Source: an optimization exercise on an open RTL-to-GDS flow (aim: small area and a short achievable clock period). Production flows keep margins and buffers that such runs may drop.
Function was checked by simulation only, so behaviour that the tests miss may differ from the original.
Power figures rest on the tool's default switching activity, not on a simulated workload.

==> design/flow/design.v <==
`timescale 1ns / 1ps
module fp16_adder(
input [15:0] numi1,
input [15:0] numi2,
input clk,
output reg [15:0] ans,
output reg [1:0] iszero,
output reg [1:0] isinf,
output reg isnan
    );
    reg sign1o,sign2o;
    reg [4:0] exp1o;
    reg [4:0] exp2o;
    reg [4:0] expdiffo;
    reg szo;
    reg [4:0] lambdao;
    reg flago;
    reg [10:0] mro;
    reg [4:0] rexpo;
    reg [4:0] ra;
    reg [10:0] num1;
    reg [10:0] num2;
    reg sign1,sign2;
    reg [15:0] num3;
    reg [11:0] tempreg;
    reg [4:0] exp1;
    reg [4:0] exp2;
    reg [4:0] expdiff;
    reg sz;
    reg [4:0] lambda;
    reg flag;
    reg f1,f2;
    reg [4:0] rb,rc,rd;
    always@(posedge clk)
    begin
        if(numi1 == 16'h7c00 || numi2 == 16'h7c00)
        begin
            isinf = 2'b01;
            isnan = 0;
            iszero = 2'b00;
            ans = 16'b0000000000000000;
        end
        else if(numi1 == 16'hfc00 || numi2 == 16'hfc00)
        begin
            isinf = 2'b10;
            isnan = 0;
            iszero = 2'b00;
            ans = 16'b0000000000000000;
        end
        else if((numi1[14:10] == 5'b11111 && numi1[9:0] != 10'b0000000000) || ((numi2[14:10] == 5'b11111 && numi2[9:0] != 10'b0000000000)))
        begin
            isnan = 1;
            isinf = 2'b00;
            iszero = 2'b00;
            ans = 16'b0000000000000000;
        end
        else begin
            isnan = 0;
            isinf = 0;
            ans = 0;
        end
        if(isnan == 0 && isinf == 2'b00)
        begin
            num1 = 0;
            num2 = 0;
            num3 = 0;
            exp1 = 0;
            exp2 = 0;
            sign1 = 0;
            sign2 = 0;
            tempreg = 0;
            sz = 0;
            f1 = 0;
            f2 = 0;
            flag = 0;
            lambda = 0;
            expdiff = 0;
            num1[9:0] = numi1[9:0];
            num2[9:0] = numi2[9:0];
            num1[10] = 1;
            num2[10] = 1;
            iszero = 2'b00;
            sign1 = numi1[15];
            sign2 = numi2[15];
            if(numi1[14:10] >= numi2[14:10])
            begin
                exp1 = numi1[14:10] - 5'b01111;
                exp2 = numi2[14:10] - 5'b01111;
            end
            else 
            begin
                exp1 = numi2[14:10] - 5'b01111;
                exp2 = numi1[14:10] - 5'b01111;
            end
            expdiff = exp1 - exp2;
            num2[10:0] = num2[10:0] >> expdiff;
            mro = num2[10:0];
            sz = sign1 ^ sign2;
            if(sz)
            begin
                if(num2 < num1)
                begin
                    tempreg[11:0] = num1[10:0] - num2[10:0];
                    num3[9:0] = tempreg[9:0];
                    num3[15] = sign1;
                end
                else if(num2 > num1) begin
                    tempreg[11:0] = num1[10:0] - num2[10:0];
                    num3[9:0] = tempreg[9:0];
                    num3[9:0] = -num3[9:0];
                    num3[15] = sign2;
                end
                else begin
                    num3[15] = 1'b0;
                    tempreg[11:0] = 0;
                    num3[9:0] = 0;
                end
                f1 = 1;
            end
            else begin
                if(sign1 == 0 && sign2 == 0) 
                begin
                    tempreg[11:0] = num1[10:0] + num2[10:0];
                    num3[9:0] = tempreg[9:0];
                    num3[15] = 0;
                end
                else begin
                    tempreg[11:0] = num1[10:0] + num2[10:0];
                    num3[9:0] = tempreg[9:0];
                    num3[15] = 1;
                end
                f2 = 1;
            end
            num3[14:10] = exp1;
            rexpo = num3[14:10];
            if(tempreg[11])
            begin
                num3[9:0] = num3[9:0] >> 1;
                num3[14:10] = num3[14:10] + 5'b00001 + 5'b01111;
                ra = 5'b00000;
            end
            else if(tempreg[10] == 0 && tempreg[11:0] != 12'b000000000000)
            begin
                flag = 0;
                lambda = 1;
                if((num3[9] ^ 1 == 1) && flag == 0)
                begin
                    lambda = lambda + 1;
                end
                else begin
                    flag = 1;
                end
                if(((num3[8] ^ 1 == 1) && flag == 0))
                begin
                    lambda = lambda + 1;
                end
                else begin
                    flag = 1;
                end
                if((num3[7] ^ 1 == 1) && flag == 0)
                    lambda = lambda + 1;
                else flag = 1;
                if((num3[6] ^ 1 == 1) && flag == 0)
                    lambda = lambda + 1;
                else flag = 1;
                if((num3[5] ^ 1 == 1) && flag == 0)
                    lambda = lambda + 1;
                else flag = 1;
                if((num3[4] ^ 1 == 1) && flag == 0)
                    lambda = lambda + 1;
                else flag = 1;
                if((num3[3] ^ 1 == 1) && flag == 0)
                    lambda = lambda + 1;
                else flag = 1;
                if((num3[2] ^ 1 == 1) && flag == 0)
                    lambda = lambda + 1;
                else flag = 1;
                if((num3[1] ^ 1 == 1) && flag == 0)     
                    lambda = lambda + 1;
                else flag = 1;
                if((num3[0] ^ 1 == 1) && flag == 0)
                    lambda = lambda + 1;
                else flag = 1;
                if(num3[14:10] - lambda < 5'b10010)
                begin
                    num3[9:0] = num3[9:0] << (num3[14:11] + 14);
                    num3[14:10] = -14;
                    rexpo = 1;
                end
                else begin
                    num3[9:0] = num3[9:0] << lambda;
                    rexpo = num3[14:10];
                    rexpo = rexpo - lambda;
                    num3[14:10] = rexpo + 5'b01111;
                end
            end
            else begin
                num3[14:10] = 0;
            end
        if(num3[14:0] == 15'b000000000000000)
        begin
            if(num3[15] == 1)
            begin
                iszero = 2'b10;
                ans = 16'b0000000000000000;
            end
            else if(num3[15] == 1'b0) begin
                iszero = 2'b11;
                ans = 16'b0000000000000000;
            end
            else
            begin
                iszero = 2'b01;
                ans = 16'b0000000000000000;
            end
        end
       else begin 
        ans = num3;
       end
        sign1o = sign1;
        sign2o = sign2;
        exp1o = exp1;
        exp2o = exp2;
        expdiffo = expdiff;
        szo = sz;
        lambdao = lambda;
        flago = flag;
        end 
    end
endmodule
`timescale 1ns / 1ps
module fp16_simple_multiplier(
input [15:0] numi1,
input [15:0] numi2,
input clk,
output reg [15:0] ans
    );
    reg [10:0] num1;
    reg [10:0] num2;
    reg [4:0] exp1;
    reg [4:0] exp2;
    reg [4:0] expsum;
    reg [15:0] tempreg;
    reg [21:0] multi;
    reg [11:0] mrounded;
    reg s1,s2,sz;
    reg [9:0] round;
    always@(posedge clk)
    begin
        num1[9:0] = numi1[9:0];
        num1[10] = 1'b1;
        num2[9:0] = numi2[9:0];
        num2[10] = 1'b1;
        exp1 = numi1[14:10];
        exp2 = numi2[14:10];
        s1 = numi1[15];
        s2 = numi2[15];
        sz = s1 ^ s2;
        expsum = exp1 + exp2 - 5'b01111;
        multi = num1 * num2;
        mrounded = multi[21:10];
        round = multi[9:0];
        if(round <= 10'd512)
        begin
            if(sz)
                mrounded = mrounded + 12'd1;
        end
        else begin
            if(!sz)
                mrounded = mrounded + 12'd1;
        end
        if(mrounded[11])
        begin
            mrounded = mrounded >> 1;
            expsum = expsum + 5'b00001;
        end
        tempreg[9:0] = mrounded[9:0];
        tempreg[14:10] = expsum[4:0];
        tempreg[15] = sz;
        ans <= tempreg;
    end
endmodule
`timescale 1ns / 1ps
module fp16_arith(
input clk,
input [15:0] numi1,
input [15:0] numi2,
output [15:0] sum,
output [1:0] iszero,
output [1:0] isinf,
output isnan,
output [15:0] prod
    );
    fp16_adder u_add(
        .numi1(numi1),
        .numi2(numi2),
        .clk(clk),
        .ans(sum),
        .iszero(iszero),
        .isinf(isinf),
        .isnan(isnan)
    );
    fp16_simple_multiplier u_mul(
        .numi1(numi1),
        .numi2(numi2),
        .clk(clk),
        .ans(prod)
    );
endmodule
==> design/flow/run.sh <==
#!/bin/bash
# synth_recipe.tcl (not shown) runs the flow's synth.tcl, then flattens the netlist and writes it again
# the make line also repeats each setting of config.mk as NAME=value (left out here)
make -C /OpenROAD-flow-scripts/flow DESIGN_CONFIG=/design/flow/config.mk WORK_HOME=/design/flow/orfs CLKGATE_MAP_FILE= SYNTH_SCRIPT=/design/flow/synth_recipe.tcl finish
==> design/flow/config.mk <==
export PLATFORM = sky130hd
export DESIGN_NAME = fp16_arith
export DESIGN_NICKNAME = fp16_arith
export VERILOG_FILES = /design/flow/design.v
export SDC_FILE = /design/flow/constraint.sdc
export NUM_CORES = 4
export LEC_CHECK = 0
export CAP_MARGIN = 20
export CORE_MARGIN = 2
export CORE_UTILIZATION = 40
export SLEW_MARGIN = 20
==> design/flow/constraint.sdc <==
create_clock -name core_clock -period 17.0 [get_ports {clk}]
set_input_delay 3.4000 -clock core_clock [delete_from_list [all_inputs] [get_ports {clk}]]
set_output_delay 3.4000 -clock core_clock [all_outputs]
set_load 0.01 [all_outputs]
==> key figures <==
STA
  – Fin. max-slew vios: 0
  – Fin crit period: between 15000 and 20000 ps
  – Setup WS post-layout: ~780 ps
  – Relative slew slack: 0.303
  – Final Hold Viols: 0
  – Hold WS: ~3800 ps
  – Period Utilization, post-route: 0.954
  – Sum Neg Setup Slack: 0 ps
  – Setup violators final: 0
  – Least-Margin Pin Slew: slightly above 1000 ps
  – Fmax: 61.6 MHz

Route
  – Via count: 9157
  – Vias/cell: 5.58
  – Routed WL: roughly 28000 um
  – ANT nets after route: 0
  – DR WL/cell: 16.8 um
  – DRC viols: 0
  – TritonRoute pass-1 iters: 5
  – First-iteration detailed-routing DRC count: 509

Cells and area
  – Most frequent cells in the layout: inv_1, ha_1, nand2_1
  – # fillers: about 2400
  – Most common cell after layout, fill and taps aside: inv_1
  – Final instance area: approximately 0.012 sq mm
  – Layout area overhead: 19.7%
  – Nets@finish: about 1500
  – Final Core Density: 0.484
  – Diodes inserted: 0
  – Layout Cells excl Fill: between 1500 and 2000
  – Share of layout cells above drive strength 1: 0.124

Yosys
  – Count of different cell masters after synthesis: 95
  – Syn Inst Count: between 1000 and 1500
  – Number of synthesized register bits: 37
  – Sequential area share after synthesis: 0.0778
  – Synth area leader: fa_1
  – Top cell type's share of synthesized area: 0.174
  – Syn avg cell area: around 8 sq um
  – Synth warnings: 2
  – Predominant post-synthesis flop cell: dfxtp_1
  – Number of synthesized flops with an enable pin: 2
  – Post-synthesis async set-or-reset flop share: 0
  – Cell Area, Synth: 0.00977 sq mm
  – Largest cells by area after synthesis: fa_1, ha_1, dfxtp_1, inv_1, and2_1

Floorplanning
  – Initial Util: 0.404
  – Die width: about 160 um
  – Row Count: 57
  – Core area: approximately 0.024 sq mm
  – Io pins: 70
  – Die area: around 0.026 sq mm
  – Die Y: ~160 um

Flow run
  – Maxcap violations: 0

Status
  – Outcome: finished clean

Placement
  – Placed Instances: approximately 1600
  – Port buffer count: 69
  – Gpl congestion: just over 0.9
  – Place WS: -331 ps
  – DP Area: 0.0111 sq mm
  – DP Wirelength: 22400 um

Setup path
  – Delay-heaviest family, CP: compound AO/OA/AOI/OAI gates
  – WP data required: approximately 17000 ps
  – CP Class: in -> reg
  – Worst path bufs/invs: 10
  – Crit-path slowest cell: clkdlybuf4s50_1
  – Cell repeated most along the worst path: ha_1
  – Setup crit start kind: input pin
  – CP peak stage delay: around 480 ps
  – Crit. End Element: register
  – Worst Path Max Fanout: 12
  – Worst Path Arrival: approximately 16000 ps

Hold path
  – Hold crit path type: in -> reg

Global route
  – Initial antenna violation count: 1
  – Largest net degree at the start of global routing: 27
  – Gr usage total: 0.216
  – Global-route wire length before repair: 45600 um
  – Grt ovf: 0
  – Via count of the first global-routing pass: ~9200

CTS
  – H-tree depth: 2
  – Worst-path clk slew: 60 ps
  – Clock root cell: clkbuf_16
  – CTS tree: done
  – CTS Sinks: 37
  – Cts bufs inserted: 5
  – # hold bufs at CTS: 0
  – Clock Path Buffers: 2

Power
  – P per Cell Area: 221 mW/mm^2
  – Tot Pwr: 2.58 mW
  – VDD IR max: around 180 uV
  – Total leakage power: around 5.3 nW
## report_power, final
group | total, mW | internal, mW | switching (mW)
combinational | 2.31 | 0.996 | 1.31
clock | 0.129 | 0.0848 | 0.0439
sequential | 0.146 | 0.136 | 0.00932
## final cells by class
type,count,area (sq um),area share
Clock buffer,5,125,0.0107
Clock inverter,3,68.8,0.00588
Tap cell,324,405,0.0347
Inverter,133,499,0.0427
Multi-Input combinational cell,1000,8630,0.737
Sequential cell,37,761,0.0650
Timing Repair Buffer,138,1210,0.104
## path summary, 6_finish.rpt
path,from,end,slack [ps],depth (start not counted)
setup / recovery,numi2[12],u_add.ans[15]$_SDFF_PP0_,780,66
hold / removal,numi2[15],u_add.isinf[0]$_DFF_P_,3770,2
## flip-flops by register name (all words and copies together) (netlist names)
| signal | cells |
|---|---|
| u_add.isinf | 2 |
| u_add.ans | 16 |
| u_mul.ans | 16 |
| u_add.iszero | 2 |
| u_add.isnan | 1 |
## kinds of logic after synthesis
kind of cell             count (synthesis)  synth area share
AND/OR/NAND/NOR                        419             0.228
multiplexers                            40            0.0484
buffers and inverters                  184            0.0734
other                                    1          0.000384
adder cells (fa/ha/maj)                200             0.321
AO/OA/AOI/OAI                          279             0.197
flip-flops                              37            0.0778
XOR/XNOR                                60            0.0538
## metal layers
layer,track usage,share of wire,vias to the layer above
li1,-,-,4464
met1,0.306,0.48,4428
met2,0.357,0.46,231
met3,0.0230,0.047,34
met4,0.0479,0.016,0
met5,0,0,-
## cells in the mapped netlist, types with 15 or more instances
cell	number
a21o_1	20
a21oi_1	68
and2_1	68
clkbuf_1	40
dfxtp_1	35
fa_1	85
ha_1	115
inv_1	133
mux2i_1	27
nand2_1	97
nand3_1	35
nor2_1	69
nor3_1	29
nor4_1	15
o21ai_0	41
xnor2_1	42
xor2_1	18
## what timing repair did
| action | in CTS | in global routing |
|---|---|---|
| resized for setup | 1 | 59 |
| setup endpoints to repair | 2 | 13 |
| setup buffers | 0 | 11 |
| pin swaps | 0 | 13 |

separate check: timing with driven ports:
The results above use ideal ports. As a check the final layout listed here was re-extracted and re-timed, cells and wires unchanged. Step 1, drivers: a clkbuf_16 drives clk and a buf_2 each remaining input, both assumed. Step 2 adds t to the input delays and takes it off the output delays; t is the mean of the earliest and latest rising clock arrival at the registers after step 1. Input paths then give back, and output paths get back, about the clock's delay inside the block. a / b / c = no drivers / after step 1 / after step 2; a / b = the first two.
shift t [ns]: 0.340
setup slack, ns: 0.776 / 0.792 / 0.452
hold WS [ns]: 3.766 / 3.763 / 4.103
slew at the worst register clock pin (ns): 0.07 / 0.07
worst slew at a driven data input, ns: 0.04
After both steps this run still meets setup and hold. For this run, drivers alone change the setup slack by +0.016 ns; drivers and shift together by -0.324 ns.
